What follows belongs to an exercise in optimizing a design on an open flow for small area and a short achievable clock period; a production flow would make more cautious choices. The RTL was checked by simulation tests, not by an equivalence proof against the original design. Power figures rest on the tool's default switching activity, not on a simulated workload.

`run.sh`:
```
#!/bin/bash
# synth_recipe.tcl (not shown) runs the flow's synth.tcl, then flattens the netlist and writes it again
# the make line also repeats each setting of config.mk as NAME=value (left out here)
make -C /OpenROAD-flow-scripts/flow DESIGN_CONFIG=/design/flow/config.mk WORK_HOME=/design/flow/orfs CLKGATE_MAP_FILE= SYNTH_SCRIPT=/design/flow/synth_recipe.tcl finish
```
`config.mk`:
```
export PLATFORM = sky130hd
export DESIGN_NAME = main32
export DESIGN_NICKNAME = main32
export VERILOG_FILES = /design/flow/design.v
export SDC_FILE = /design/flow/constraint.sdc
export NUM_CORES = 8
export LEC_CHECK = 0
export CAP_MARGIN = 20
export CORE_MARGIN = 2
export CORE_UTILIZATION = 30
export SLEW_MARGIN = 20
```
`constraint.sdc`:
```
create_clock -name core_clock -period 560.0 [get_ports {clk}]
set_input_delay 112.0000 -clock core_clock [delete_from_list [all_inputs] [get_ports {clk}]]
set_output_delay 112.0000 -clock core_clock [all_outputs]
set_load 0.01 [all_outputs]
```
`design.v`:
```
`timescale 1ns / 1ps
module select_term (
    input x,      
    input c,      
    output y      
);
assign y = c & x;
endmodule
module halfAdder(
    input A, B,
    output C, S
);
    xor G1 (S, A, B);
    and G2 (C, A, B);
endmodule
module fullAdder(
    input Ci, A, B,
    output Co, S
);
    wire w1, w2, w3;
    or (Co, w1, w3);
    halfAdder HA1 (
        .A(Ci),
        .B(A),
        .C(w1),
        .S(w2)
    );
    halfAdder HA2 (
        .A(w2),
        .B(B),
        .C(w3),
        .S(S)
    );
endmodule
module and32M(
    input [31:0] A,
    input B,
    output [31:0] Y
    );
    generate
        for (genvar i = 0; i < 32; i = i + 1) begin
            and (Y[i], A[i], B);
        end
    endgenerate
endmodule
module and32(
    input [31:0] A, B,
    output [31:0] Y
    );
    generate
        for (genvar i = 0; i < 32; i = i + 1) begin
            and N (Y[i], A[i], B[i]);
        end
    endgenerate
endmodule
module or32(
    input [31:0] A, B,
    output [31:0] Y
    );
    generate
        for (genvar i = 0; i < 32; i = i + 1) begin
            or N (Y[i], A[i], B[i]);
        end
    endgenerate
endmodule
module xor32(
    input [31:0] A, B,
    output [31:0] Y
    );
    generate
        for (genvar i = 0; i < 32; i = i + 1) begin
            xor N (Y[i], A[i], B[i]);
        end
    endgenerate
endmodule
module xor32A(
    input [31:0] A,
    input B,
    output [31:0] Y
    );
    generate
        for (genvar i = 0; i < 32; i = i + 1) begin
            xor N (Y[i], A[i], B);
        end
    endgenerate
endmodule
module not32(
    input [31:0] X,
    output [31:0] Y
    );
    generate
        for (genvar i = 0; i < 32; i = i + 1) begin
            not N (Y[i], X[i]);
        end
    endgenerate
endmodule
module negate32(
    input [31:0] X,
    output [31:0] Y
);
    wire [31:0] nx;
    not32 N32 (
        .X(X),
        .Y(nx)
    );
    add32 A32 (
        .A(nx),
        .B(32'h0000_0001),
        .Ci(32'h0000_0000),
        .S(Y)
    );
endmodule
module mux2_1_32(
    input [31:0] X0, X1,
    input select,
    output reg [31:0] Y
);
    always @(*) begin
        case (select)
            1'b0 : Y = X0;
            1'b1 : Y = X1;
        endcase
    end
endmodule
module mux4_1_32(
    input [31:0] X0, X1, X2, X3,
    input [1:0] select,
    output reg [31:0] Y
);
    always @(*) begin
        case (select)
            2'b00 : Y = X0;
            2'b01 : Y = X1;
            2'b10 : Y = X2;
            2'b11 : Y = X3;
        endcase
    end
endmodule
module mux8_1_32(
    input [31:0] X0, X1, X2, X3, X4, X5, X6, X7,
    input [2:0] select,
    output reg [31:0] Y
);
    always @(*) begin
        case (select)
            3'b000 : Y = X0;
            3'b001 : Y = X1;
            3'b010 : Y = X2;
            3'b011 : Y = X3;
            3'b100 : Y = X4;
            3'b101 : Y = X5;
            3'b110 : Y = X6;
            3'b111 : Y = X7;
        endcase
    end
endmodule
module mux16_1_32(
    input [511:0] X,
    input [3:0] select,
    input clk,
    output reg [31:0] Y
);
    always @(*) begin
        case (select)
            4'b0000 : Y <= X[31:0];
            4'b0001 : Y <= X[63:32];
            4'b0010 : Y <= X[95:64];
            4'b0011 : Y <= X[127:96];
            4'b0100 : Y <= X[159:128];
            4'b0101 : Y <= X[191:160];
            4'b0110 : Y <= X[223:192];
            4'b0111 : Y <= X[255:224];
            4'b1000 : Y <= X[287:256];
            4'b1001 : Y <= X[319:288];
            4'b1010 : Y <= X[351:320];
            4'b1011 : Y <= X[383:352];
            4'b1100 : Y <= X[415:384];
            4'b1101 : Y <= X[447:416];
            4'b1110 : Y <= X[479:448];
            4'b1111 : Y <= X[511:480];
        endcase
    end
endmodule
module mux2_1_4(
    input [3:0] X0, X1,
    input select,
    output reg [3:0] Y
);
    always @(*) begin
        case (select)
            1'b0 : Y = X0;
            1'b1 : Y = X1;
        endcase
    end
endmodule
module mux2_1_1(
    input X0, X1,
    input select,
    output reg Y
);
    always @(*) begin
        case (select)
            1'b0 : Y = X0;
            1'b1 : Y = X1;
        endcase
    end
endmodule
module decoder32(
    input [4:0] X,
    output [31:0] Y
);
    wire [4:0] n;
    not (n[0], X[0]);
    not (n[1], X[1]);
    not (n[2], X[2]);
    not (n[3], X[3]);
    not (n[4], X[4]);
    and (Y[00], n[4], n[3], n[2], n[1], n[0]);
    and (Y[01], n[4], n[3], n[2], n[1], X[0]);
    and (Y[02], n[4], n[3], n[2], X[1], n[0]);
    and (Y[03], n[4], n[3], n[2], X[1], X[0]);
    and (Y[04], n[4], n[3], X[2], n[1], n[0]);
    and (Y[05], n[4], n[3], X[2], n[1], X[0]);
    and (Y[06], n[4], n[3], X[2], X[1], n[0]);
    and (Y[07], n[4], n[3], X[2], X[1], X[0]);
    and (Y[08], n[4], X[3], n[2], n[1], n[0]);
    and (Y[09], n[4], X[3], n[2], n[1], X[0]);
    and (Y[10], n[4], X[3], n[2], X[1], n[0]);
    and (Y[11], n[4], X[3], n[2], X[1], X[0]);
    and (Y[12], n[4], X[3], X[2], n[1], n[0]);
    and (Y[13], n[4], X[3], X[2], n[1], X[0]);
    and (Y[14], n[4], X[3], X[2], X[1], n[0]);
    and (Y[15], n[4], X[3], X[2], X[1], X[0]);
    and (Y[16], X[4], n[3], n[2], n[1], n[0]);
    and (Y[17], X[4], n[3], n[2], n[1], X[0]);
    and (Y[18], X[4], n[3], n[2], X[1], n[0]);
    and (Y[19], X[4], n[3], n[2], X[1], X[0]);
    and (Y[20], X[4], n[3], X[2], n[1], n[0]);
    and (Y[21], X[4], n[3], X[2], n[1], X[0]);
    and (Y[22], X[4], n[3], X[2], X[1], n[0]);
    and (Y[23], X[4], n[3], X[2], X[1], X[0]);
    and (Y[24], X[4], X[3], n[2], n[1], n[0]);
    and (Y[25], X[4], X[3], n[2], n[1], X[0]);
    and (Y[26], X[4], X[3], n[2], X[1], n[0]);
    and (Y[27], X[4], X[3], n[2], X[1], X[0]);
    and (Y[28], X[4], X[3], X[2], n[1], n[0]);
    and (Y[29], X[4], X[3], X[2], n[1], X[0]);
    and (Y[30], X[4], X[3], X[2], X[1], n[0]);
    and (Y[31], X[4], X[3], X[2], X[1], X[0]);
endmodule
module decoder16(
    input [3:0] X,
    input enable,
    output [15:0] Y
);
    wire [3:0] n;
    not (n[0], X[0]);
    not (n[1], X[1]);
    not (n[2], X[2]);
    not (n[3], X[3]);
    and (Y[00], n[3], n[2], n[1], n[0], enable);
    and (Y[01], n[3], n[2], n[1], X[0], enable);
    and (Y[02], n[3], n[2], X[1], n[0], enable);
    and (Y[03], n[3], n[2], X[1], X[0], enable);
    and (Y[04], n[3], X[2], n[1], n[0], enable);
    and (Y[05], n[3], X[2], n[1], X[0], enable);
    and (Y[06], n[3], X[2], X[1], n[0], enable);
    and (Y[07], n[3], X[2], X[1], X[0], enable);
    and (Y[08], X[3], n[2], n[1], n[0], enable);
    and (Y[09], X[3], n[2], n[1], X[0], enable);
    and (Y[10], X[3], n[2], X[1], n[0], enable);
    and (Y[11], X[3], n[2], X[1], X[0], enable);
    and (Y[12], X[3], X[2], n[1], n[0], enable);
    and (Y[13], X[3], X[2], n[1], X[0], enable);
    and (Y[14], X[3], X[2], X[1], n[0], enable);
    and (Y[15], X[3], X[2], X[1], X[0], enable);
endmodule
module lShift(
    input [31:0] X,
    input [4:0] shiftAmt,
    input SR,  
    output [31:0] Y
);
    wire [31:0] controlSig;
    wire [1023:0] terms;  
    decoder32 d32 (
        .X (shiftAmt),
        .Y(controlSig)
    );
    generate
        for (genvar i = 0; i < 32; i = i + 1) begin  
            for (genvar j = 0; j < 32; j = j + 1) begin  
                if (j - i < 0) begin
                    wire muxConnect;
                    mux2_1_1 M (
                        .X0(1'b0),
                        .X1(X[j - i + 32]),
                        .select(SR),
                        .Y(muxConnect)
                    );
                    select_term tsb (
                        .x(muxConnect),
                        .y(terms[j*32 + i]),
                        .c(controlSig[i])
                    );
                end else begin
                    select_term tsb (
                        .x(X[j - i]),
                        .y(terms[j*32 + i]),
                        .c(controlSig[i])
                    );
                end
            end
        end
        for (genvar j = 0; j < 32; j = j + 1) begin
            assign Y[j] = |terms[j*32 +: 32];
        end
    endgenerate
endmodule
module rShift(
    input [31:0] X,
    input [4:0] shiftAmt,
    input SR,  
    input LA,  
    output [31:0] Y
);
    wire [31:0] controlSig;
    wire [1023:0] terms;  
    decoder32 d32 (
        .X (shiftAmt),
        .Y(controlSig)
    );
    generate
        for (genvar i = 0; i < 32; i = i + 1) begin  
            for (genvar j = 0; j < 32; j = j + 1) begin  
                if (j + i >= 32) begin
                    wire newBit, muxConnect;
                    mux2_1_1 M_LA (
                        .X0(1'b0),
                        .X1(X[31]),
                        .select(LA),
                        .Y(newBit)
                    );
                    mux2_1_1 M_SR (
                        .X0(newBit),
                        .X1(X[j + i - 32]),
                        .select(SR),
                        .Y(muxConnect)
                    );
                    select_term tsb (
                        .x(muxConnect),
                        .y(terms[j*32 + i]),
                        .c(controlSig[i])
                    );
                end else begin
                    select_term tsb (
                        .x(X[j + i]),
                        .y(terms[j*32 + i]),
                        .c(controlSig[i])
                    );
                end
            end
        end
        for (genvar j = 0; j < 32; j = j + 1) begin
            assign Y[j] = |terms[j*32 +: 32];
        end
    endgenerate
endmodule
`timescale 1ns / 1ps
module add32(      
    input [31:0] A, B,
    input Ci,
    output [31:0] S,
    output Co
);
    wire [31:0] cBus;
    assign Co = cBus[31];
    generate
        for (genvar i = 0; i < 32; i = i + 1) begin
            if (i == 0) begin
                fullAdder FAi (
                    .A(A[i]),
                    .B(B[i]),
                    .Ci(Ci),
                    .S(S[i]),
                    .Co(cBus[i])
                );
            end else begin
                fullAdder FAi (
                    .A(A[i]),
                    .B(B[i]),
                    .Ci(cBus[i-1]),
                    .S(S[i]),
                    .Co(cBus[i])
                );
            end
        end
    endgenerate
endmodule
module add4(      
    input [3:0] A, B,
    input Ci,
    output [3:0] S,
    output Co
);
    wire [3:0] cBus;
    assign Co = cBus[3];
    generate
        for (genvar i = 0; i < 4; i = i + 1) begin
            if (i == 0) begin
                fullAdder FAi (
                    .A(A[i]),
                    .B(B[i]),
                    .Ci(Ci),
                    .S(S[i]),
                    .Co(cBus[i])
                );
            end else begin
                fullAdder FAi (
                    .A(A[i]),
                    .B(B[i]),
                    .Ci(cBus[i-1]),
                    .S(S[i]),
                    .Co(cBus[i])
                );
            end
        end
    endgenerate
endmodule
module addSub32(       
    input [31:0] A, B,
    input control,  
    output [31:0] S,
    output Co
);
    wire [31:0] fB;  
    xor32A XA(
        .A(B),
        .B(control),
        .Y(fB)
    );
    add32 a32 (
        .Ci(control),
        .A(A),
        .B(fB),
        .S(S),
        .Co(Co)
    );
endmodule
`timescale 1ns / 1ps
module d_FF4(
    input [3:0] D,
    input clk,
    output reg [3:0] Q
    );
    always @(posedge clk) begin
        Q <= D;
    end
endmodule
module reg4(
    input [3:0] D,
    input clk, enable,
    output [3:0] Q
);
    wire [3:0] out, in;
    mux2_1_4 M1 (
        .X0(out),
        .X1(D),
        .select(enable),
        .Y(in)
    );
    d_FF4 R_main (
        .D(in),
        .clk(clk),
        .Q(out)
    );
    assign Q = out;
endmodule
module d_FF(
    input [31:0] D,
    input clk,
    output reg [31:0] Q
    );
    always @(posedge clk) begin
        Q <= D;
    end
endmodule
module reg32(
    input [31:0] D,
    input clk, enable,
    output [31:0] Q
);
    wire [31:0] out, in;
    mux2_1_32 M1 (
        .X0(out),
        .X1(D),
        .select(enable),
        .Y(in)
    );
    d_FF R_main (
        .D(in),
        .clk(clk),
        .Q(out)
    );
    assign Q = out;
endmodule
module regCell(
    input [31:0] D0, D1,
    input S0, S1, clk,
    output [31:0] Q
);
    wire enable;
    wire [31:0] writeData;
    assign enable = S0 ^ S1;
    mux2_1_32 M1(
        .X0(D0), .X1(D1),
        .select(S1),
        .Y(writeData)
    );
    reg32 R32 (
        .D(writeData),
        .clk(clk), .enable(enable),
        .Q(Q)
    );
endmodule
module regFile(
    input [31:0] inp0, inp1,
    input [4:0] inSelect0, inSelect1,  
    input [3:0] outSelect0, outSelect1, outSelect2,
    input clk,
    output [31:0] out0, out1, out2
);
    wire [15:0] S0Arr, S1Arr;
    wire [511:0] rFileStatus;
    decoder16 D1(
        .X(inSelect0[3:0]),
        .enable(inSelect0[4]),
        .Y(S0Arr)
    );
    decoder16 D2(
        .X(inSelect1[3:0]),
        .enable(inSelect1[4]),
        .Y(S1Arr)
    );
    generate
        for (genvar i = 0; i < 16; i = i + 1) begin
            regCell rC(
                .D0(inp0), 
                .D1(inp1),
                .S0(S0Arr[i]), 
                .S1(S1Arr[i]), 
                .clk(clk),
                .Q(rFileStatus[(i+1)*32 - 1:i*32])
            );
        end
    endgenerate
    mux16_1_32 M0(
        .X(rFileStatus),
        .select(outSelect0),
        .clk(clk),
        .Y(out0)
    );
    mux16_1_32 M1(
        .X(rFileStatus),
        .select(outSelect1),
        .clk(clk),
        .Y(out1)
    );
    mux16_1_32 M2(
        .X(rFileStatus),
        .select(outSelect2),
        .clk(clk),
        .Y(out2)
    );
endmodule
`timescale 1ns / 1ps
module multiplierBase(
    input [31:0] A, B,
    output [31:0] OH, OL
    );
    wire [31:0] prodArr [31:0];
    wire [30:0] carryBus;
    wire [31:0] sumArr [30:0];
    wire [64:0] finalProd;
    generate
        for (genvar i = 0; i < 32; i = i + 1) begin
            and32M G1 (
                .A(A),
                .B(B[i]),
                .Y(prodArr[i])
            );
        end
    endgenerate
    generate
        for (genvar i = 0; i < 31; i = i + 1) begin
            if (i == 0) begin
                add32 G2 (
                    .A({1'b0, prodArr[0][31:1]}),
                    .B(prodArr[1]),
                    .Ci(1'b0),
                    .S(sumArr[0]),
                    .Co(carryBus[0])
                );
            end else begin
                add32 G3 (
                    .A({carryBus[i-1], sumArr[i-1][31:1]}),
                    .B(prodArr[i+1]),
                    .Ci(1'b0),
                    .S(sumArr[i]),
                    .Co(carryBus[i])
                );
            end
        end
    endgenerate
    assign OL[0] = prodArr[0][0];
    assign OH = {carryBus[30] ,sumArr[30][31:1]};
    generate
        for (genvar i = 0; i < 31; i = i + 1) begin
            assign OL[i+1] = sumArr[i][0];
        end
    endgenerate
endmodule
module intMul(
    input [31:0] A, B,
    input us,  
    output [31:0] OH, OL
);
    wire xBit, fMux;
    xor G1 (xBit, A[31], B[31]);
    and G2 (fMux, xBit, us);
    wire [31:0] mag1, mag2;
    wire [31:0] oM1, oM2;
    wire muxA, muxB;
    assign muxA = A[31] & us;
    assign muxB = B[31] & us;
    negate32 N1 (
        .X(A),
        .Y(mag1)
    );
    negate32 N2 (
        .X(B),
        .Y(mag2)
    );
    mux2_1_32 M1 (
        .X0(A),
        .X1(mag1),
        .select(muxA),
        .Y(oM1)
    );
    mux2_1_32 M2 (
        .X0(B),
        .X1(mag2),
        .select(muxB),
        .Y(oM2)
    );
    wire [31:0] OHm, OLm;
    multiplierBase MB (
        .A(oM1),
        .B(oM2),
        .OH(OHm),
        .OL(OLm)
    );
    wire [31:0] OHn, OLn;
    not32 NT1 (
        .X(OHm),
        .Y(OHn)
    );
    not32 NT2 (
        .X(OLm),
        .Y(OLn)
    );
    wire [31:0] OHn2, OLn2;
    wire t;
    add32 A1 (
        .A(OLn),
        .B(32'h0000_0001),
        .Ci(1'b0),
        .S(OLn2),
        .Co(t)
    );
    add32 A2 (
        .A(OHn),
        .B(32'h0000_0000),
        .Ci(t),
        .S(OHn2)
    );
    mux2_1_32 M5 (
        .X0(OHm),
        .X1(OHn2),
        .select(fMux),
        .Y(OH)
    );
    mux2_1_32 M6 (
        .X0(OLm),
        .X1(OLn2),
        .select(fMux),
        .Y(OL)
    );
endmodule
`timescale 1ns / 1ps
module dividerCell(
    input nxtBit,
    input [31:0] prevAns, invDivider,
    output Q,
    output [31:0] R
    );
    wire [31:0] subRes;
    wire muxCont;
    wire temp;
    add32 S1 (
        .A({prevAns[30:0], nxtBit}),
        .B(invDivider),
        .Ci(1'b1),
        .S(subRes),
        .Co(temp)
    );
    mux2_1_32 M1 (
        .X0(subRes),
        .X1({prevAns[30:0], nxtBit}),
        .select(subRes[31]),
        .Y(R)
    );
    assign Q = ~subRes[31];
endmodule
module division(
    input [31:0] A, B, prevR,
    output [31:0] Q, R
);
    wire [31:0] invB;
    wire t;
    wire [31:0] subArr [31:0];
    generate
        for (genvar i = 0; i < 32; i = i + 1) begin
            not N (invB[i], B[i]);
        end
    endgenerate
    generate
        for (genvar i = 31; i >= 0; i = i - 1) begin
            if (i == 31) begin
                dividerCell dC1 (
                    .nxtBit(A[31]),
                    .prevAns(prevR),
                    .invDivider(invB),
                    .Q(Q[31]),
                    .R(subArr[31])
                );
            end else begin
                dividerCell dC2 (
                    .nxtBit(A[i]),
                    .prevAns(subArr[i+1]),
                    .invDivider(invB),
                    .Q(Q[i]),
                    .R(subArr[i])
                );
            end
        end
    endgenerate
    assign R = subArr[31];
endmodule
module intDiv(
    input [31:0] A, B,
    input us,
    output [31:0] Q, R
);
    wire fSign;
    xor G1 (fSign, A[31], B[31]);
    wire [31:0] absA, absB, negA, negB, baseQ, baseR;
    wire muxA, muxB;
    negate32 N1 (
        .X(A),
        .Y(negA)
    );
    negate32 N2 (
        .X(B),
        .Y(negB)
    );
    assign muxA = A[31] & us;
    assign muxB = B[31] & us;
    mux2_1_32 M1 (
        .X0(A),
        .X1(negA),
        .select(muxA),
        .Y(absA)
    );
    mux2_1_32 M2 (
        .X0(B),
        .X1(negB),
        .select(muxB),
        .Y(absB)
    );
    division DMain (
        .A(absA), 
        .B(absB), 
        .prevR(32'b0000_0000),
        .Q(baseQ),
        .R(baseR)
    ); 
    wire [31:0] negQ, negR;
    negate32 N3 (
        .X(baseQ),
        .Y(negQ)
    );
    negate32 N4 (
        .X(baseR),
        .Y(negR)
    );
    wire fMux;
    and (fMux, us, fSign);
    mux2_1_32 M5 (
        .X0(baseQ),
        .X1(negQ),
        .select(fMux),
        .Y(Q)
    );
    mux2_1_32 M6 (
        .X0(baseR),
        .X1(negR),
        .select(fMux),
        .Y(R)
    );
endmodule
`timescale 1ns / 1ps
module iJump (
    input jmpEnable, misc,  
    input [31:0] inst,
    input [3:0] flag,
    output [31:0] newPC,
    output jumpValid
);
    reg outMux;
    always @(*) begin
        case (inst[28:26])
            3'b000: outMux <= flag[3];
            3'b001: outMux <= ~flag[3];
            3'b010: outMux <= flag[1];
            3'b011: outMux <= ~flag[1];
            3'b100: outMux <= flag[0];
            3'b101: outMux <= flag[1] | flag[0];
            3'b110: outMux <= flag[2];
            3'b111: outMux <= flag[2] | flag[1];
        endcase
    end
    assign ucJmp = misc & ~(inst[28] | inst[27] | inst[26]);
    assign newPC = {16'h0000, inst[15:0]};
    assign jumpValid = (outMux & jmpEnable) | ucJmp;
endmodule
module opDecoder(
    input [31:0] inst,
    input clk,
    output [7:0] opType
);
    wire n2, n1, n0, i2, i1, i0;
    assign {i2, i1, i0} = inst[31:29];
    assign {n2, n1, n0} = {~i2, ~i1, ~i0};
    assign opType[0] = n2 & n1 & n0;
    assign opType[1] = n2 & n1 & i0;
    assign opType[2] = n2 & i1 & n0;
    assign opType[3] = n2 & i1 & i0;
    assign opType[4] = i2 & n1 & n0;
    assign opType[5] = i2 & n1 & i0;
    assign opType[6] = i2 & i1 & n0;
    assign opType[7] = i2 & i1 & i0;
endmodule
module Bin1 (
    input [31:0] R0, R1,
    input [2:0] spCode,
    output [31:0] res
);
    wire [31:0] a32, o32, x32, aox, neAox, naox, lastMux0;
    and32 A1 (
        .A(R0), .B(R1),
        .Y(a32)
    );
    or32 O1 (
        .A(R0), .B(R1),
        .Y(o32)
    );
    xor32 X1 (
        .A(R0), .B(R1),
        .Y(x32)
    );
    mux4_1_32 M1 (
        .X0(a32), .X1(o32), .X2(x32), .X3(R0),
        .select(spCode[1:0]),
        .Y(aox)
    );
    negate32 N1(
        .X(aox),
        .Y(neAox)
    );
    not32 N2 (
        .X(aox),
        .Y(naox)
    );
    mux2_1_32 M2 (
        .X0(aox), .X1(neAox),
        .select(spCode[1] & spCode[0]),
        .Y(lastMux0)
    );
    mux2_1_32 M3 (
        .X0(lastMux0), .X1(naox),
        .select(spCode[2]),
        .Y(res)
    );
endmodule
module Bin2 (
    input [31:0] R0, R1,  
    input [2:0] spCode,
    output [31:0] res
);
    wire [31:0] L, R;
    lShift LS(
        .X(R0),
        .shiftAmt(R1[4:0]),
        .SR(spCode[1]),  
        .Y(L)
    );
    rShift RS(
        .X(R0),
        .shiftAmt(R1[4:0]),
        .SR(spCode[1]),  
        .LA(spCode[0]),  
        .Y(R)
    );
    mux2_1_32 M1 (
        .X0(L), .X1(R),
        .select(spCode[2]),
        .Y(res)
   );
endmodule
module arithCmp (
    input [31:0] R0, R1,
    input [2:0] spCode,
    input cmp,
    output [31:0] Rd1, Rd2,
    output usMSB, sMSB
);
    wire ctrl, bit33;
    wire [31:0] addSubOut, mul1, mul0, divQ, divR, filteredR1;
    assign ctrl = spCode[1] | spCode[0] | cmp;
    addSub32 addSub(       
        .A(R0), .B(R1),
        .control(ctrl),  
        .S(addSubOut),
        .Co(bit33)
    );
    assign usMSB = ~bit33;
    assign sMSB = addSubOut[31];
    intMul multiplier(
        .A(R0), .B(R1),
        .us(spCode[2]),  
        .OH(mul1), .OL(mul0)
    );
    intDiv divider(
        .A(R0), .B(R1),
        .us(spCode[2]),
        .Q(divQ), .R(divR)
    );
    mux2_1_32 M1 (
        .X0(mul1), .X1(divR),
        .select(spCode[0]),
        .Y(Rd2)
    );
    mux4_1_32 M2(
        .X0(addSubOut), .X1(addSubOut), .X2(mul0), .X3(divQ),
        .select(spCode[1:0]),
        .Y(Rd1)
    );
endmodule
module writes(
    input [31:0] regVal,
    input [15:0] inVal,
    input [2:0] spCode,
    output [31:0] newVal
);
    mux2_1_32 M1 (
        .X0({regVal[31:16], inVal}), .X1({inVal, regVal[15:0]}),
        .select(spCode[0]),
        .Y(newVal)
    );
endmodule
module loadStore #(
    parameter addWidth = 8
) (
    input [31:0] memAddress, R1val, memReadVal,
    output [addWidth - 1:0] memReadAdd,
    output [31:0] R0val, memWriteVal,
    output [addWidth - 1:0] memWriteAdd
);
    assign memReadAdd = memAddress[addWidth-1:0];
    assign R0val = memReadVal;
    assign memWriteAdd = memAddress[addWidth-1:0];
    assign memWriteVal = R1val;
endmodule
module comparator(
    input [31:0] Rd1, Rd2,
    input [2:0] spCode, inst,
    input sMSB, usMSB,
    output [3:0] flag
);
    wire iM, finalV2, finalOR, MSBbit;
    wire v1, v2;
    assign iM = inst[2] & ~inst[1] & ~inst[0] & spCode[1] & ~spCode[0];
    assign isMul = iM;
    assign v1 = |Rd1;
    assign v2 = |Rd2;
    assign finalV2 = v2 & iM;
    assign finalOR = v1 | finalV2;
    assign flag[3] = ~finalOR;
    assign flag[1] = ~finalOR;
    mux2_1_1 M1 (
        .X0(sMSB), .X1(usMSB),
        .select(spCode[0]),
        .Y(MSBbit)
    );
    assign flag[2] = MSBbit;
    assign flag[0] = ~MSBbit;
endmodule
module main32 #(
    parameter ramDepth = 8
) (
    input rst, clk,
    input [3:0] rSelect,
    output [31:0] regOut, PCOut,
    output [3:0] flagOut,
    input [31:0] instIn,
    output [ramDepth-1:0] memAddr,
    output [31:0] memWData,
    output memWE,
    input [31:0] memRData
);
   wire [3:0] flag;  
   wire [31:0] inst;
   wire [7:0] hotInst;
   wire [31:0] setPC, readPC, nxtPC, incPC, jmpPC, writeB, readB;
   wire jmpValid, memWriteEnable, flagWriteEnable;
   wire [ramDepth-1:0] W_loc, R_loc;
   wire [3:0] newFlag;
   wire [31:0] regWData0, regWData1, R1Read, R2Read;
   wire [4:0] regWAdd1;
   wire [31:0] val1, val2;
   wire [31:0] bin1Out, bin2Out, arithOut1, arithOut2;
   wire [31:0] writesOut;
   wire [31:0] loadRegVal;
   wire sMSB, usMSB, regWrite1enable;
   assign PCOut = readPC;
   assign flagOut = flag;
   assign inst = instIn;
   assign readB = memRData;
   assign memAddr = R_loc;
   assign memWData = writeB;
   assign memWE = memWriteEnable;
   assign memWriteEnable = hotInst[5] & inst[28];  
   reg4 Flag (
        .D(newFlag),
        .clk(clk), .enable(flagWriteEnable),
        .Q(flag)
    );
   reg32 PC ( 
        .D(setPC),
        .clk(clk), 
        .enable(1'b1),
        .Q(readPC)
   );
   mux2_1_32 M1 (
        .X0(nxtPC), .X1(32'h0000_0000),
        .select(rst),
        .Y(setPC)
   );
   add32 INC_PC(
        .A(readPC), .B(32'h0000_0001),
        .Ci(1'b0),
        .S(incPC)
    );
   mux2_1_32 M2 (
        .X0(incPC), .X1(jmpPC),
        .select(jmpValid),
        .Y(nxtPC)
   );
   iJump JMP (
        .jmpEnable(hotInst[7]),
        .misc(hotInst[3]),
        .inst(inst),
        .flag(flag),
        .newPC(jmpPC),
        .jumpValid(jmpValid)
    );
    opDecoder OD (
        .inst(inst),
        .clk(clk),
        .opType(hotInst)
    );
    assign flagWriteEnable = hotInst[4] | hotInst[2] | hotInst[1] | hotInst[0];
    assign regWAdd1[4] = hotInst[4] & inst[27];  
    assign regWrite1enable = hotInst[0] | hotInst[1] | hotInst[4] | hotInst[6] | (hotInst[5] & ~inst[28]);
    assign regWData1 = arithOut2;
    add4 RPP (
        .A(inst[23:20]), .B(4'b0001),
        .Ci(1'b0),
        .S(regWAdd1[3:0])
    );
    regFile RF(
        .inp0(regWData0), .inp1(regWData1),
        .inSelect0({regWrite1enable, inst[23:20]}), .inSelect1(regWAdd1),  
        .outSelect0(inst[19:16]), .outSelect1(inst[15:12]), .outSelect2(rSelect),
        .clk(clk),
        .out0(R1Read), .out1(R2Read), .out2(regOut)
    );
    mux4_1_32 M3 (
        .X0(R2Read), .X1(R2Read), .X2({16'h0000, inst[15:0]}), .X3({24'h0000_00, inst[15:8]}),
        .select(inst[25:24]),
        .Y(val2)
    );
    mux4_1_32 M4 (
        .X0(R1Read), .X1({16'h0000, inst[15:0]}), .X2(R1Read), .X3({24'h0000_00, inst[7:0]}),
        .select(inst[25:24]),
        .Y(val1)
    );
    Bin1 binary1 (
        .R0(val1), .R1(val2),
        .spCode(inst[28:26]),
        .res(bin1Out)
    );
    Bin2 binary2 (
        .R0(val1), .R1(val2),
        .spCode(inst[28:26]),
        .res(bin2Out)
    );
    arithCmp AC (
        .R0(val1), .R1(val2),
        .spCode(inst[28:26]),
        .cmp(hotInst[2]),
        .Rd1(arithOut1), .Rd2(arithOut2),
        .usMSB(usMSB), .sMSB(sMSB)
    );
    comparator comp(
        .Rd1(regWData0), .Rd2(arithOut2),
        .spCode(inst[28:26]), .inst(inst[31:29]),
        .sMSB(sMSB), .usMSB(usMSB),
        .flag(newFlag)
    );
    mux8_1_32 R0_combined (
        .X0(bin1Out), .X1(bin2Out), .X2(32'h0000_0000), .X3(32'h0000_0000),
        .X4(arithOut1), .X5(loadRegVal), .X6(writesOut), .X7(32'h0000_0000),
        .select(inst[31:29]),
        .Y(regWData0)
    );
    writes W (
        .regVal(val1),
        .inVal(inst[15:0]),
        .spCode(inst[28:26]),
        .newVal(writesOut)
    );
    loadStore #(
        .addWidth(ramDepth)
    ) LS (
        .memAddress(val2), .R1val(val1), .memReadVal(readB),
        .memReadAdd(R_loc),
        .R0val(loadRegVal), .memWriteVal(writeB),
        .memWriteAdd(W_loc)
    );
endmodule
```
==> summary.txt <==
Run status
  • Outcome: no timing/DRC/antenna violations

STA
  • FMAX: approximately 1.8 MHz
  • Worst-margin pin slew: roughly 1.3 ns
  • Final period util: between 90% and 100%
  • Final Hold Viols: 0
  • Slew margin rel.: about an eighth
  • Post-layout minimum cycle time: 544.35 ns
  • Final setup viols: 0
  • Worst Clk Skew: between 0.03 and 0.04 ns
  • Fin Hold WS: roughly 0.57 ns
  • Slew Viols, Final: 0

Power
  • Max IR drop VDD: ~6.7 mV
  • Sequential share of power: less than 1%
  • Cell area power density: between 6000 and 7000 nW/µm²
  • Combinational share of power: 99.9%
  • Clk pwr share: 0%
  • Internal power: 372 mW
  • Top power group: combinational cells
  • Power Combinational: slightly below 800 mW
  • Net Sw Power: 423 mW
  • Reported sequential group power: between 0.6 and 0.7 mW
  • Clk. pwr: around 0.048 mW
  • Sw frac: 53.2%
  • Pleak: between 50 and 60 nW

Clocking
  • Root buffer cell: clkbuf_16
  • Clock slew at reported path FFs: 0.07 ns
  • TritonCTS Buffers: 67
  • Maximum clock path buffer count: 3
  • TritonCTS clock tree: built
  • Clock sink count: roughly 550
  • Worst-Skew Late Latency: roughly 0.67 ns
  • # H-tree levels: 3

Floorplan
  • Die span in y: around 620 µm
  • Initial Utilization: between 30% and 40%
  • Row cnt: around 230
  • Die ar.: ~380000 µm²
  • Core box area: approximately 380000 µm²
  • Die Wd: around 600 µm
  • IO Count: roughly 180

Critical path
  • CP max stage delay: 0.53 ns
  • Slowest stage cell, crit path: mux4_2
  • Crit path buf inv count: 18
  • Cell count of the worst reg-to-reg path: roughly 1200
  • Delay-heaviest family, CP: adder cells
  • Startpoint types: input pin
  • Crit. End Element: flip-flop
  • Launch point of the worst path: instIn[19]
  • R2R Path End: Flag.R_main.Q[1]
  • Reg2reg start: RF.genblk1[13].rC.R32.R_main.Q[1]
  • Crit path top cell by count: fa_1
  • Kind of critical path: in -> reg
  • Critical path arrival: between 500 and 600 ns
  • Levels on crit path: 825
  • Worst Path Required: about 560 ns
  • Worst Setup EP: Flag.R_main.Q[1]
  • Worst-path fanout max: 12
  • Setup slack, reg-to-reg: about 130 ns

Drt
  • Number of nets still failing antenna checks after routing: 0
  • Starting DRT DRC Count: 19480
  • DR vias: roughly 120k
  • First-pass iteration count of the detailed router: 21
  • Drc violations: 0
  • Avg WL per Cell: about 36 µm
  • Via/cell ratio: approximately 6.5
  • Final Routed Wirelength: approximately 650000 µm

Synth
  • Mapped Avg Cell Area: 8.80 µm²
  • Mapped Cells: 12859
  • Most area-consuming cells after synthesis: fa_1 33%, edfxtp_1 14%, nor2_1 7.2%
  • Synth top area share: approximately a third
  • Netlist cell types: between 100 and 150
  • Post-Syn Area: ~110000 µm²
  • Number of synthesized flops with an enable pin: ~520
  • Top FF cell, synth: edfxtp_1
  • Synth Net Count: 15283
  • Flops & latches, synth: about 550
  • FFs w/ async S/R, synth: 0%
  • Cell taking the most area after synthesis: fa_1
  • Post-synthesis sequential area ratio: between 10% and 20%
  • Yosys Warn Count: 13

Cells and area
  • Area Overhead vs Synth: 15.9%
  • # fillers: between 30000 and 40000
  • Final core utilization: 34.9%
  • Most common cell after layout, fill and taps aside: nor2_1
  • # nets final: 15496
  • Share of cells above drive strength 1: ~17%
  • Most frequent cells in the layout: 2108 x nor2_1, 1596 x fa_1, 1485 x nand2_1, 1120 x buf_4, 761 x a21oi_1

Global routing
  • GRT busiest layer: met2
  • Global Route met2 Usage: 46.6%
  • First-pass GRT wire length: between 900000 and 1000000 µm
  • Vias in the first global route: around 110k
  • GR Layer Usage met3: 14.7%
  • Largest net degree at the start of global routing: 96
  • GRT overflow: 0
  • Initial antenna violation count: 61
  • All-Layer GR Usage: between 30 and 40%
  • Met1 Usage GRT: between 40% and 50%

Min path
  • Hold WC Path Type: reg -> reg
  • Hold Crit Endpoint: PC.R_main.Q[0]
  • WHS Path Cells: 1
  • HP Start: PC.R_main.Q[0]

Placed design
  • I/O Buffers: around 180
  • GPL Wtd Cong: between 1 and 1.5
  • HPWL after detailed placement: around 460000 µm

Job
  • Max_cap viols: 0
registers in the layout (all words and copies together) (netlist names):
| signal | count |
|---|---|
| RF.genblk1.rC.R32.R_main.Q | 512 |
| Flag.R_main.Q | 3 |
| PC.R_main.Q | 32 |
kinds of logic (layout without fill, tap and decap cells):
kind of cell,count (synthesis),after routing,synth area share [%]
adders and majority gates,2354,2354,38.6
other,0,52,0
muxes,436,436,4.79
xor gates and xnor gates,125,125,1.01
buffers and inverters,1741,2007,6.07
AOI/OAI and AO/OA,3230,3230,19.1
and+or+nand+nor,4426,4426,16.2
DFF,547,547,14.2
synthesized netlist by cell type, types with 94 or more instances:
library cell and instances:
a21oi_1 806, a221oi_1 161, a22o_1 94, a22oi_1 544
buf_1 133, clkbuf_1 929, edfxtp_1 515, fa_1 1891
ha_1 463, inv_1 526, mux2_2 247, mux2i_1 102
nand2_1 1497, nand3_1 152, nand4_1 184, nor2_1 2176
nor4_1 101, o21ai_0 365, o221ai_1 97, o22ai_1 535
stage by stage:
stage,cell area [µm²],power (mW),setup WS [ns],TNS (ns),std cells
final,131000,795,15.65,0,18171
after detailed placement,127000,757,-3.95,-265.19,17964
after global placement,127000,750,0.206,0,17963
after CTS,130000,783,0.0536,0,18102
after floorplan,114000,681,-0.0761,-0.0761,12859
after global routing,131000,832,-0.0639,-0.0639,18125
metal layers:
metal,share of wire (%),vias to the layer above
li1,-,45839
met1,37,58692
met2,39,10179
met3,15,3168
met4,8.8,26
met5,0.061,-
final cells by class:
class | count | area [µm²] | share of cell area [%]
diodes | 52 | 130 | 0.0992
clock buffers | 80 | 1850 | 1.41
clock inverters | 42 | 498 | 0.380
inverters | 566 | 2140 | 1.63
multi-input cells | 10571 | 93700 | 71.4
flip-flops and latches | 547 | 16100 | 12.3
well taps | 4994 | 6250 | 4.76
repair buffers | 1319 | 10500 | 8.02
what timing repair did:
action                     4_1_cts  5_1_grt
setup buffers                   16        6
setup endpoints to repair      216      513
hold buffers                     0        0
pin swaps                       42       54
gates resized for setup         80      267

re-timing with driven ports:
Ports are ideal in the flow. The routed layout listed here was re-timed in OpenROAD.
Step 1 (the two cells are an assumption about what drives the block):
set clk [get_ports {clk}]
set_driving_cell -lib_cell sky130_fd_sc_hd__clkbuf_16 $clk
set_driving_cell -lib_cell sky130_fd_sc_hd__buf_2 [delete_from_list [all_inputs] $clk]
Step 2 adds t to the input delays and takes it off the output delays; t is the mean of the earliest and latest rising clock arrival at the registers after step 1. Input paths then give back, and output paths get back, about the clock's delay inside the block.
Three values: ideal ports, drivers, drivers and shift; two values: the first two.
t, ns: 0.732
setup slack, ns: 15.648 / 15.641 / 14.909
worst setup path at the end: input to register
clock arrival spread, ns: 0.039 / 0.038
slew at the worst register clock pin (ns): 0.07 / 0.07
After both steps setup and hold are still met in this run. The setup slack of this run moves by -0.007 ns with the drivers and by -0.739 ns with both steps.
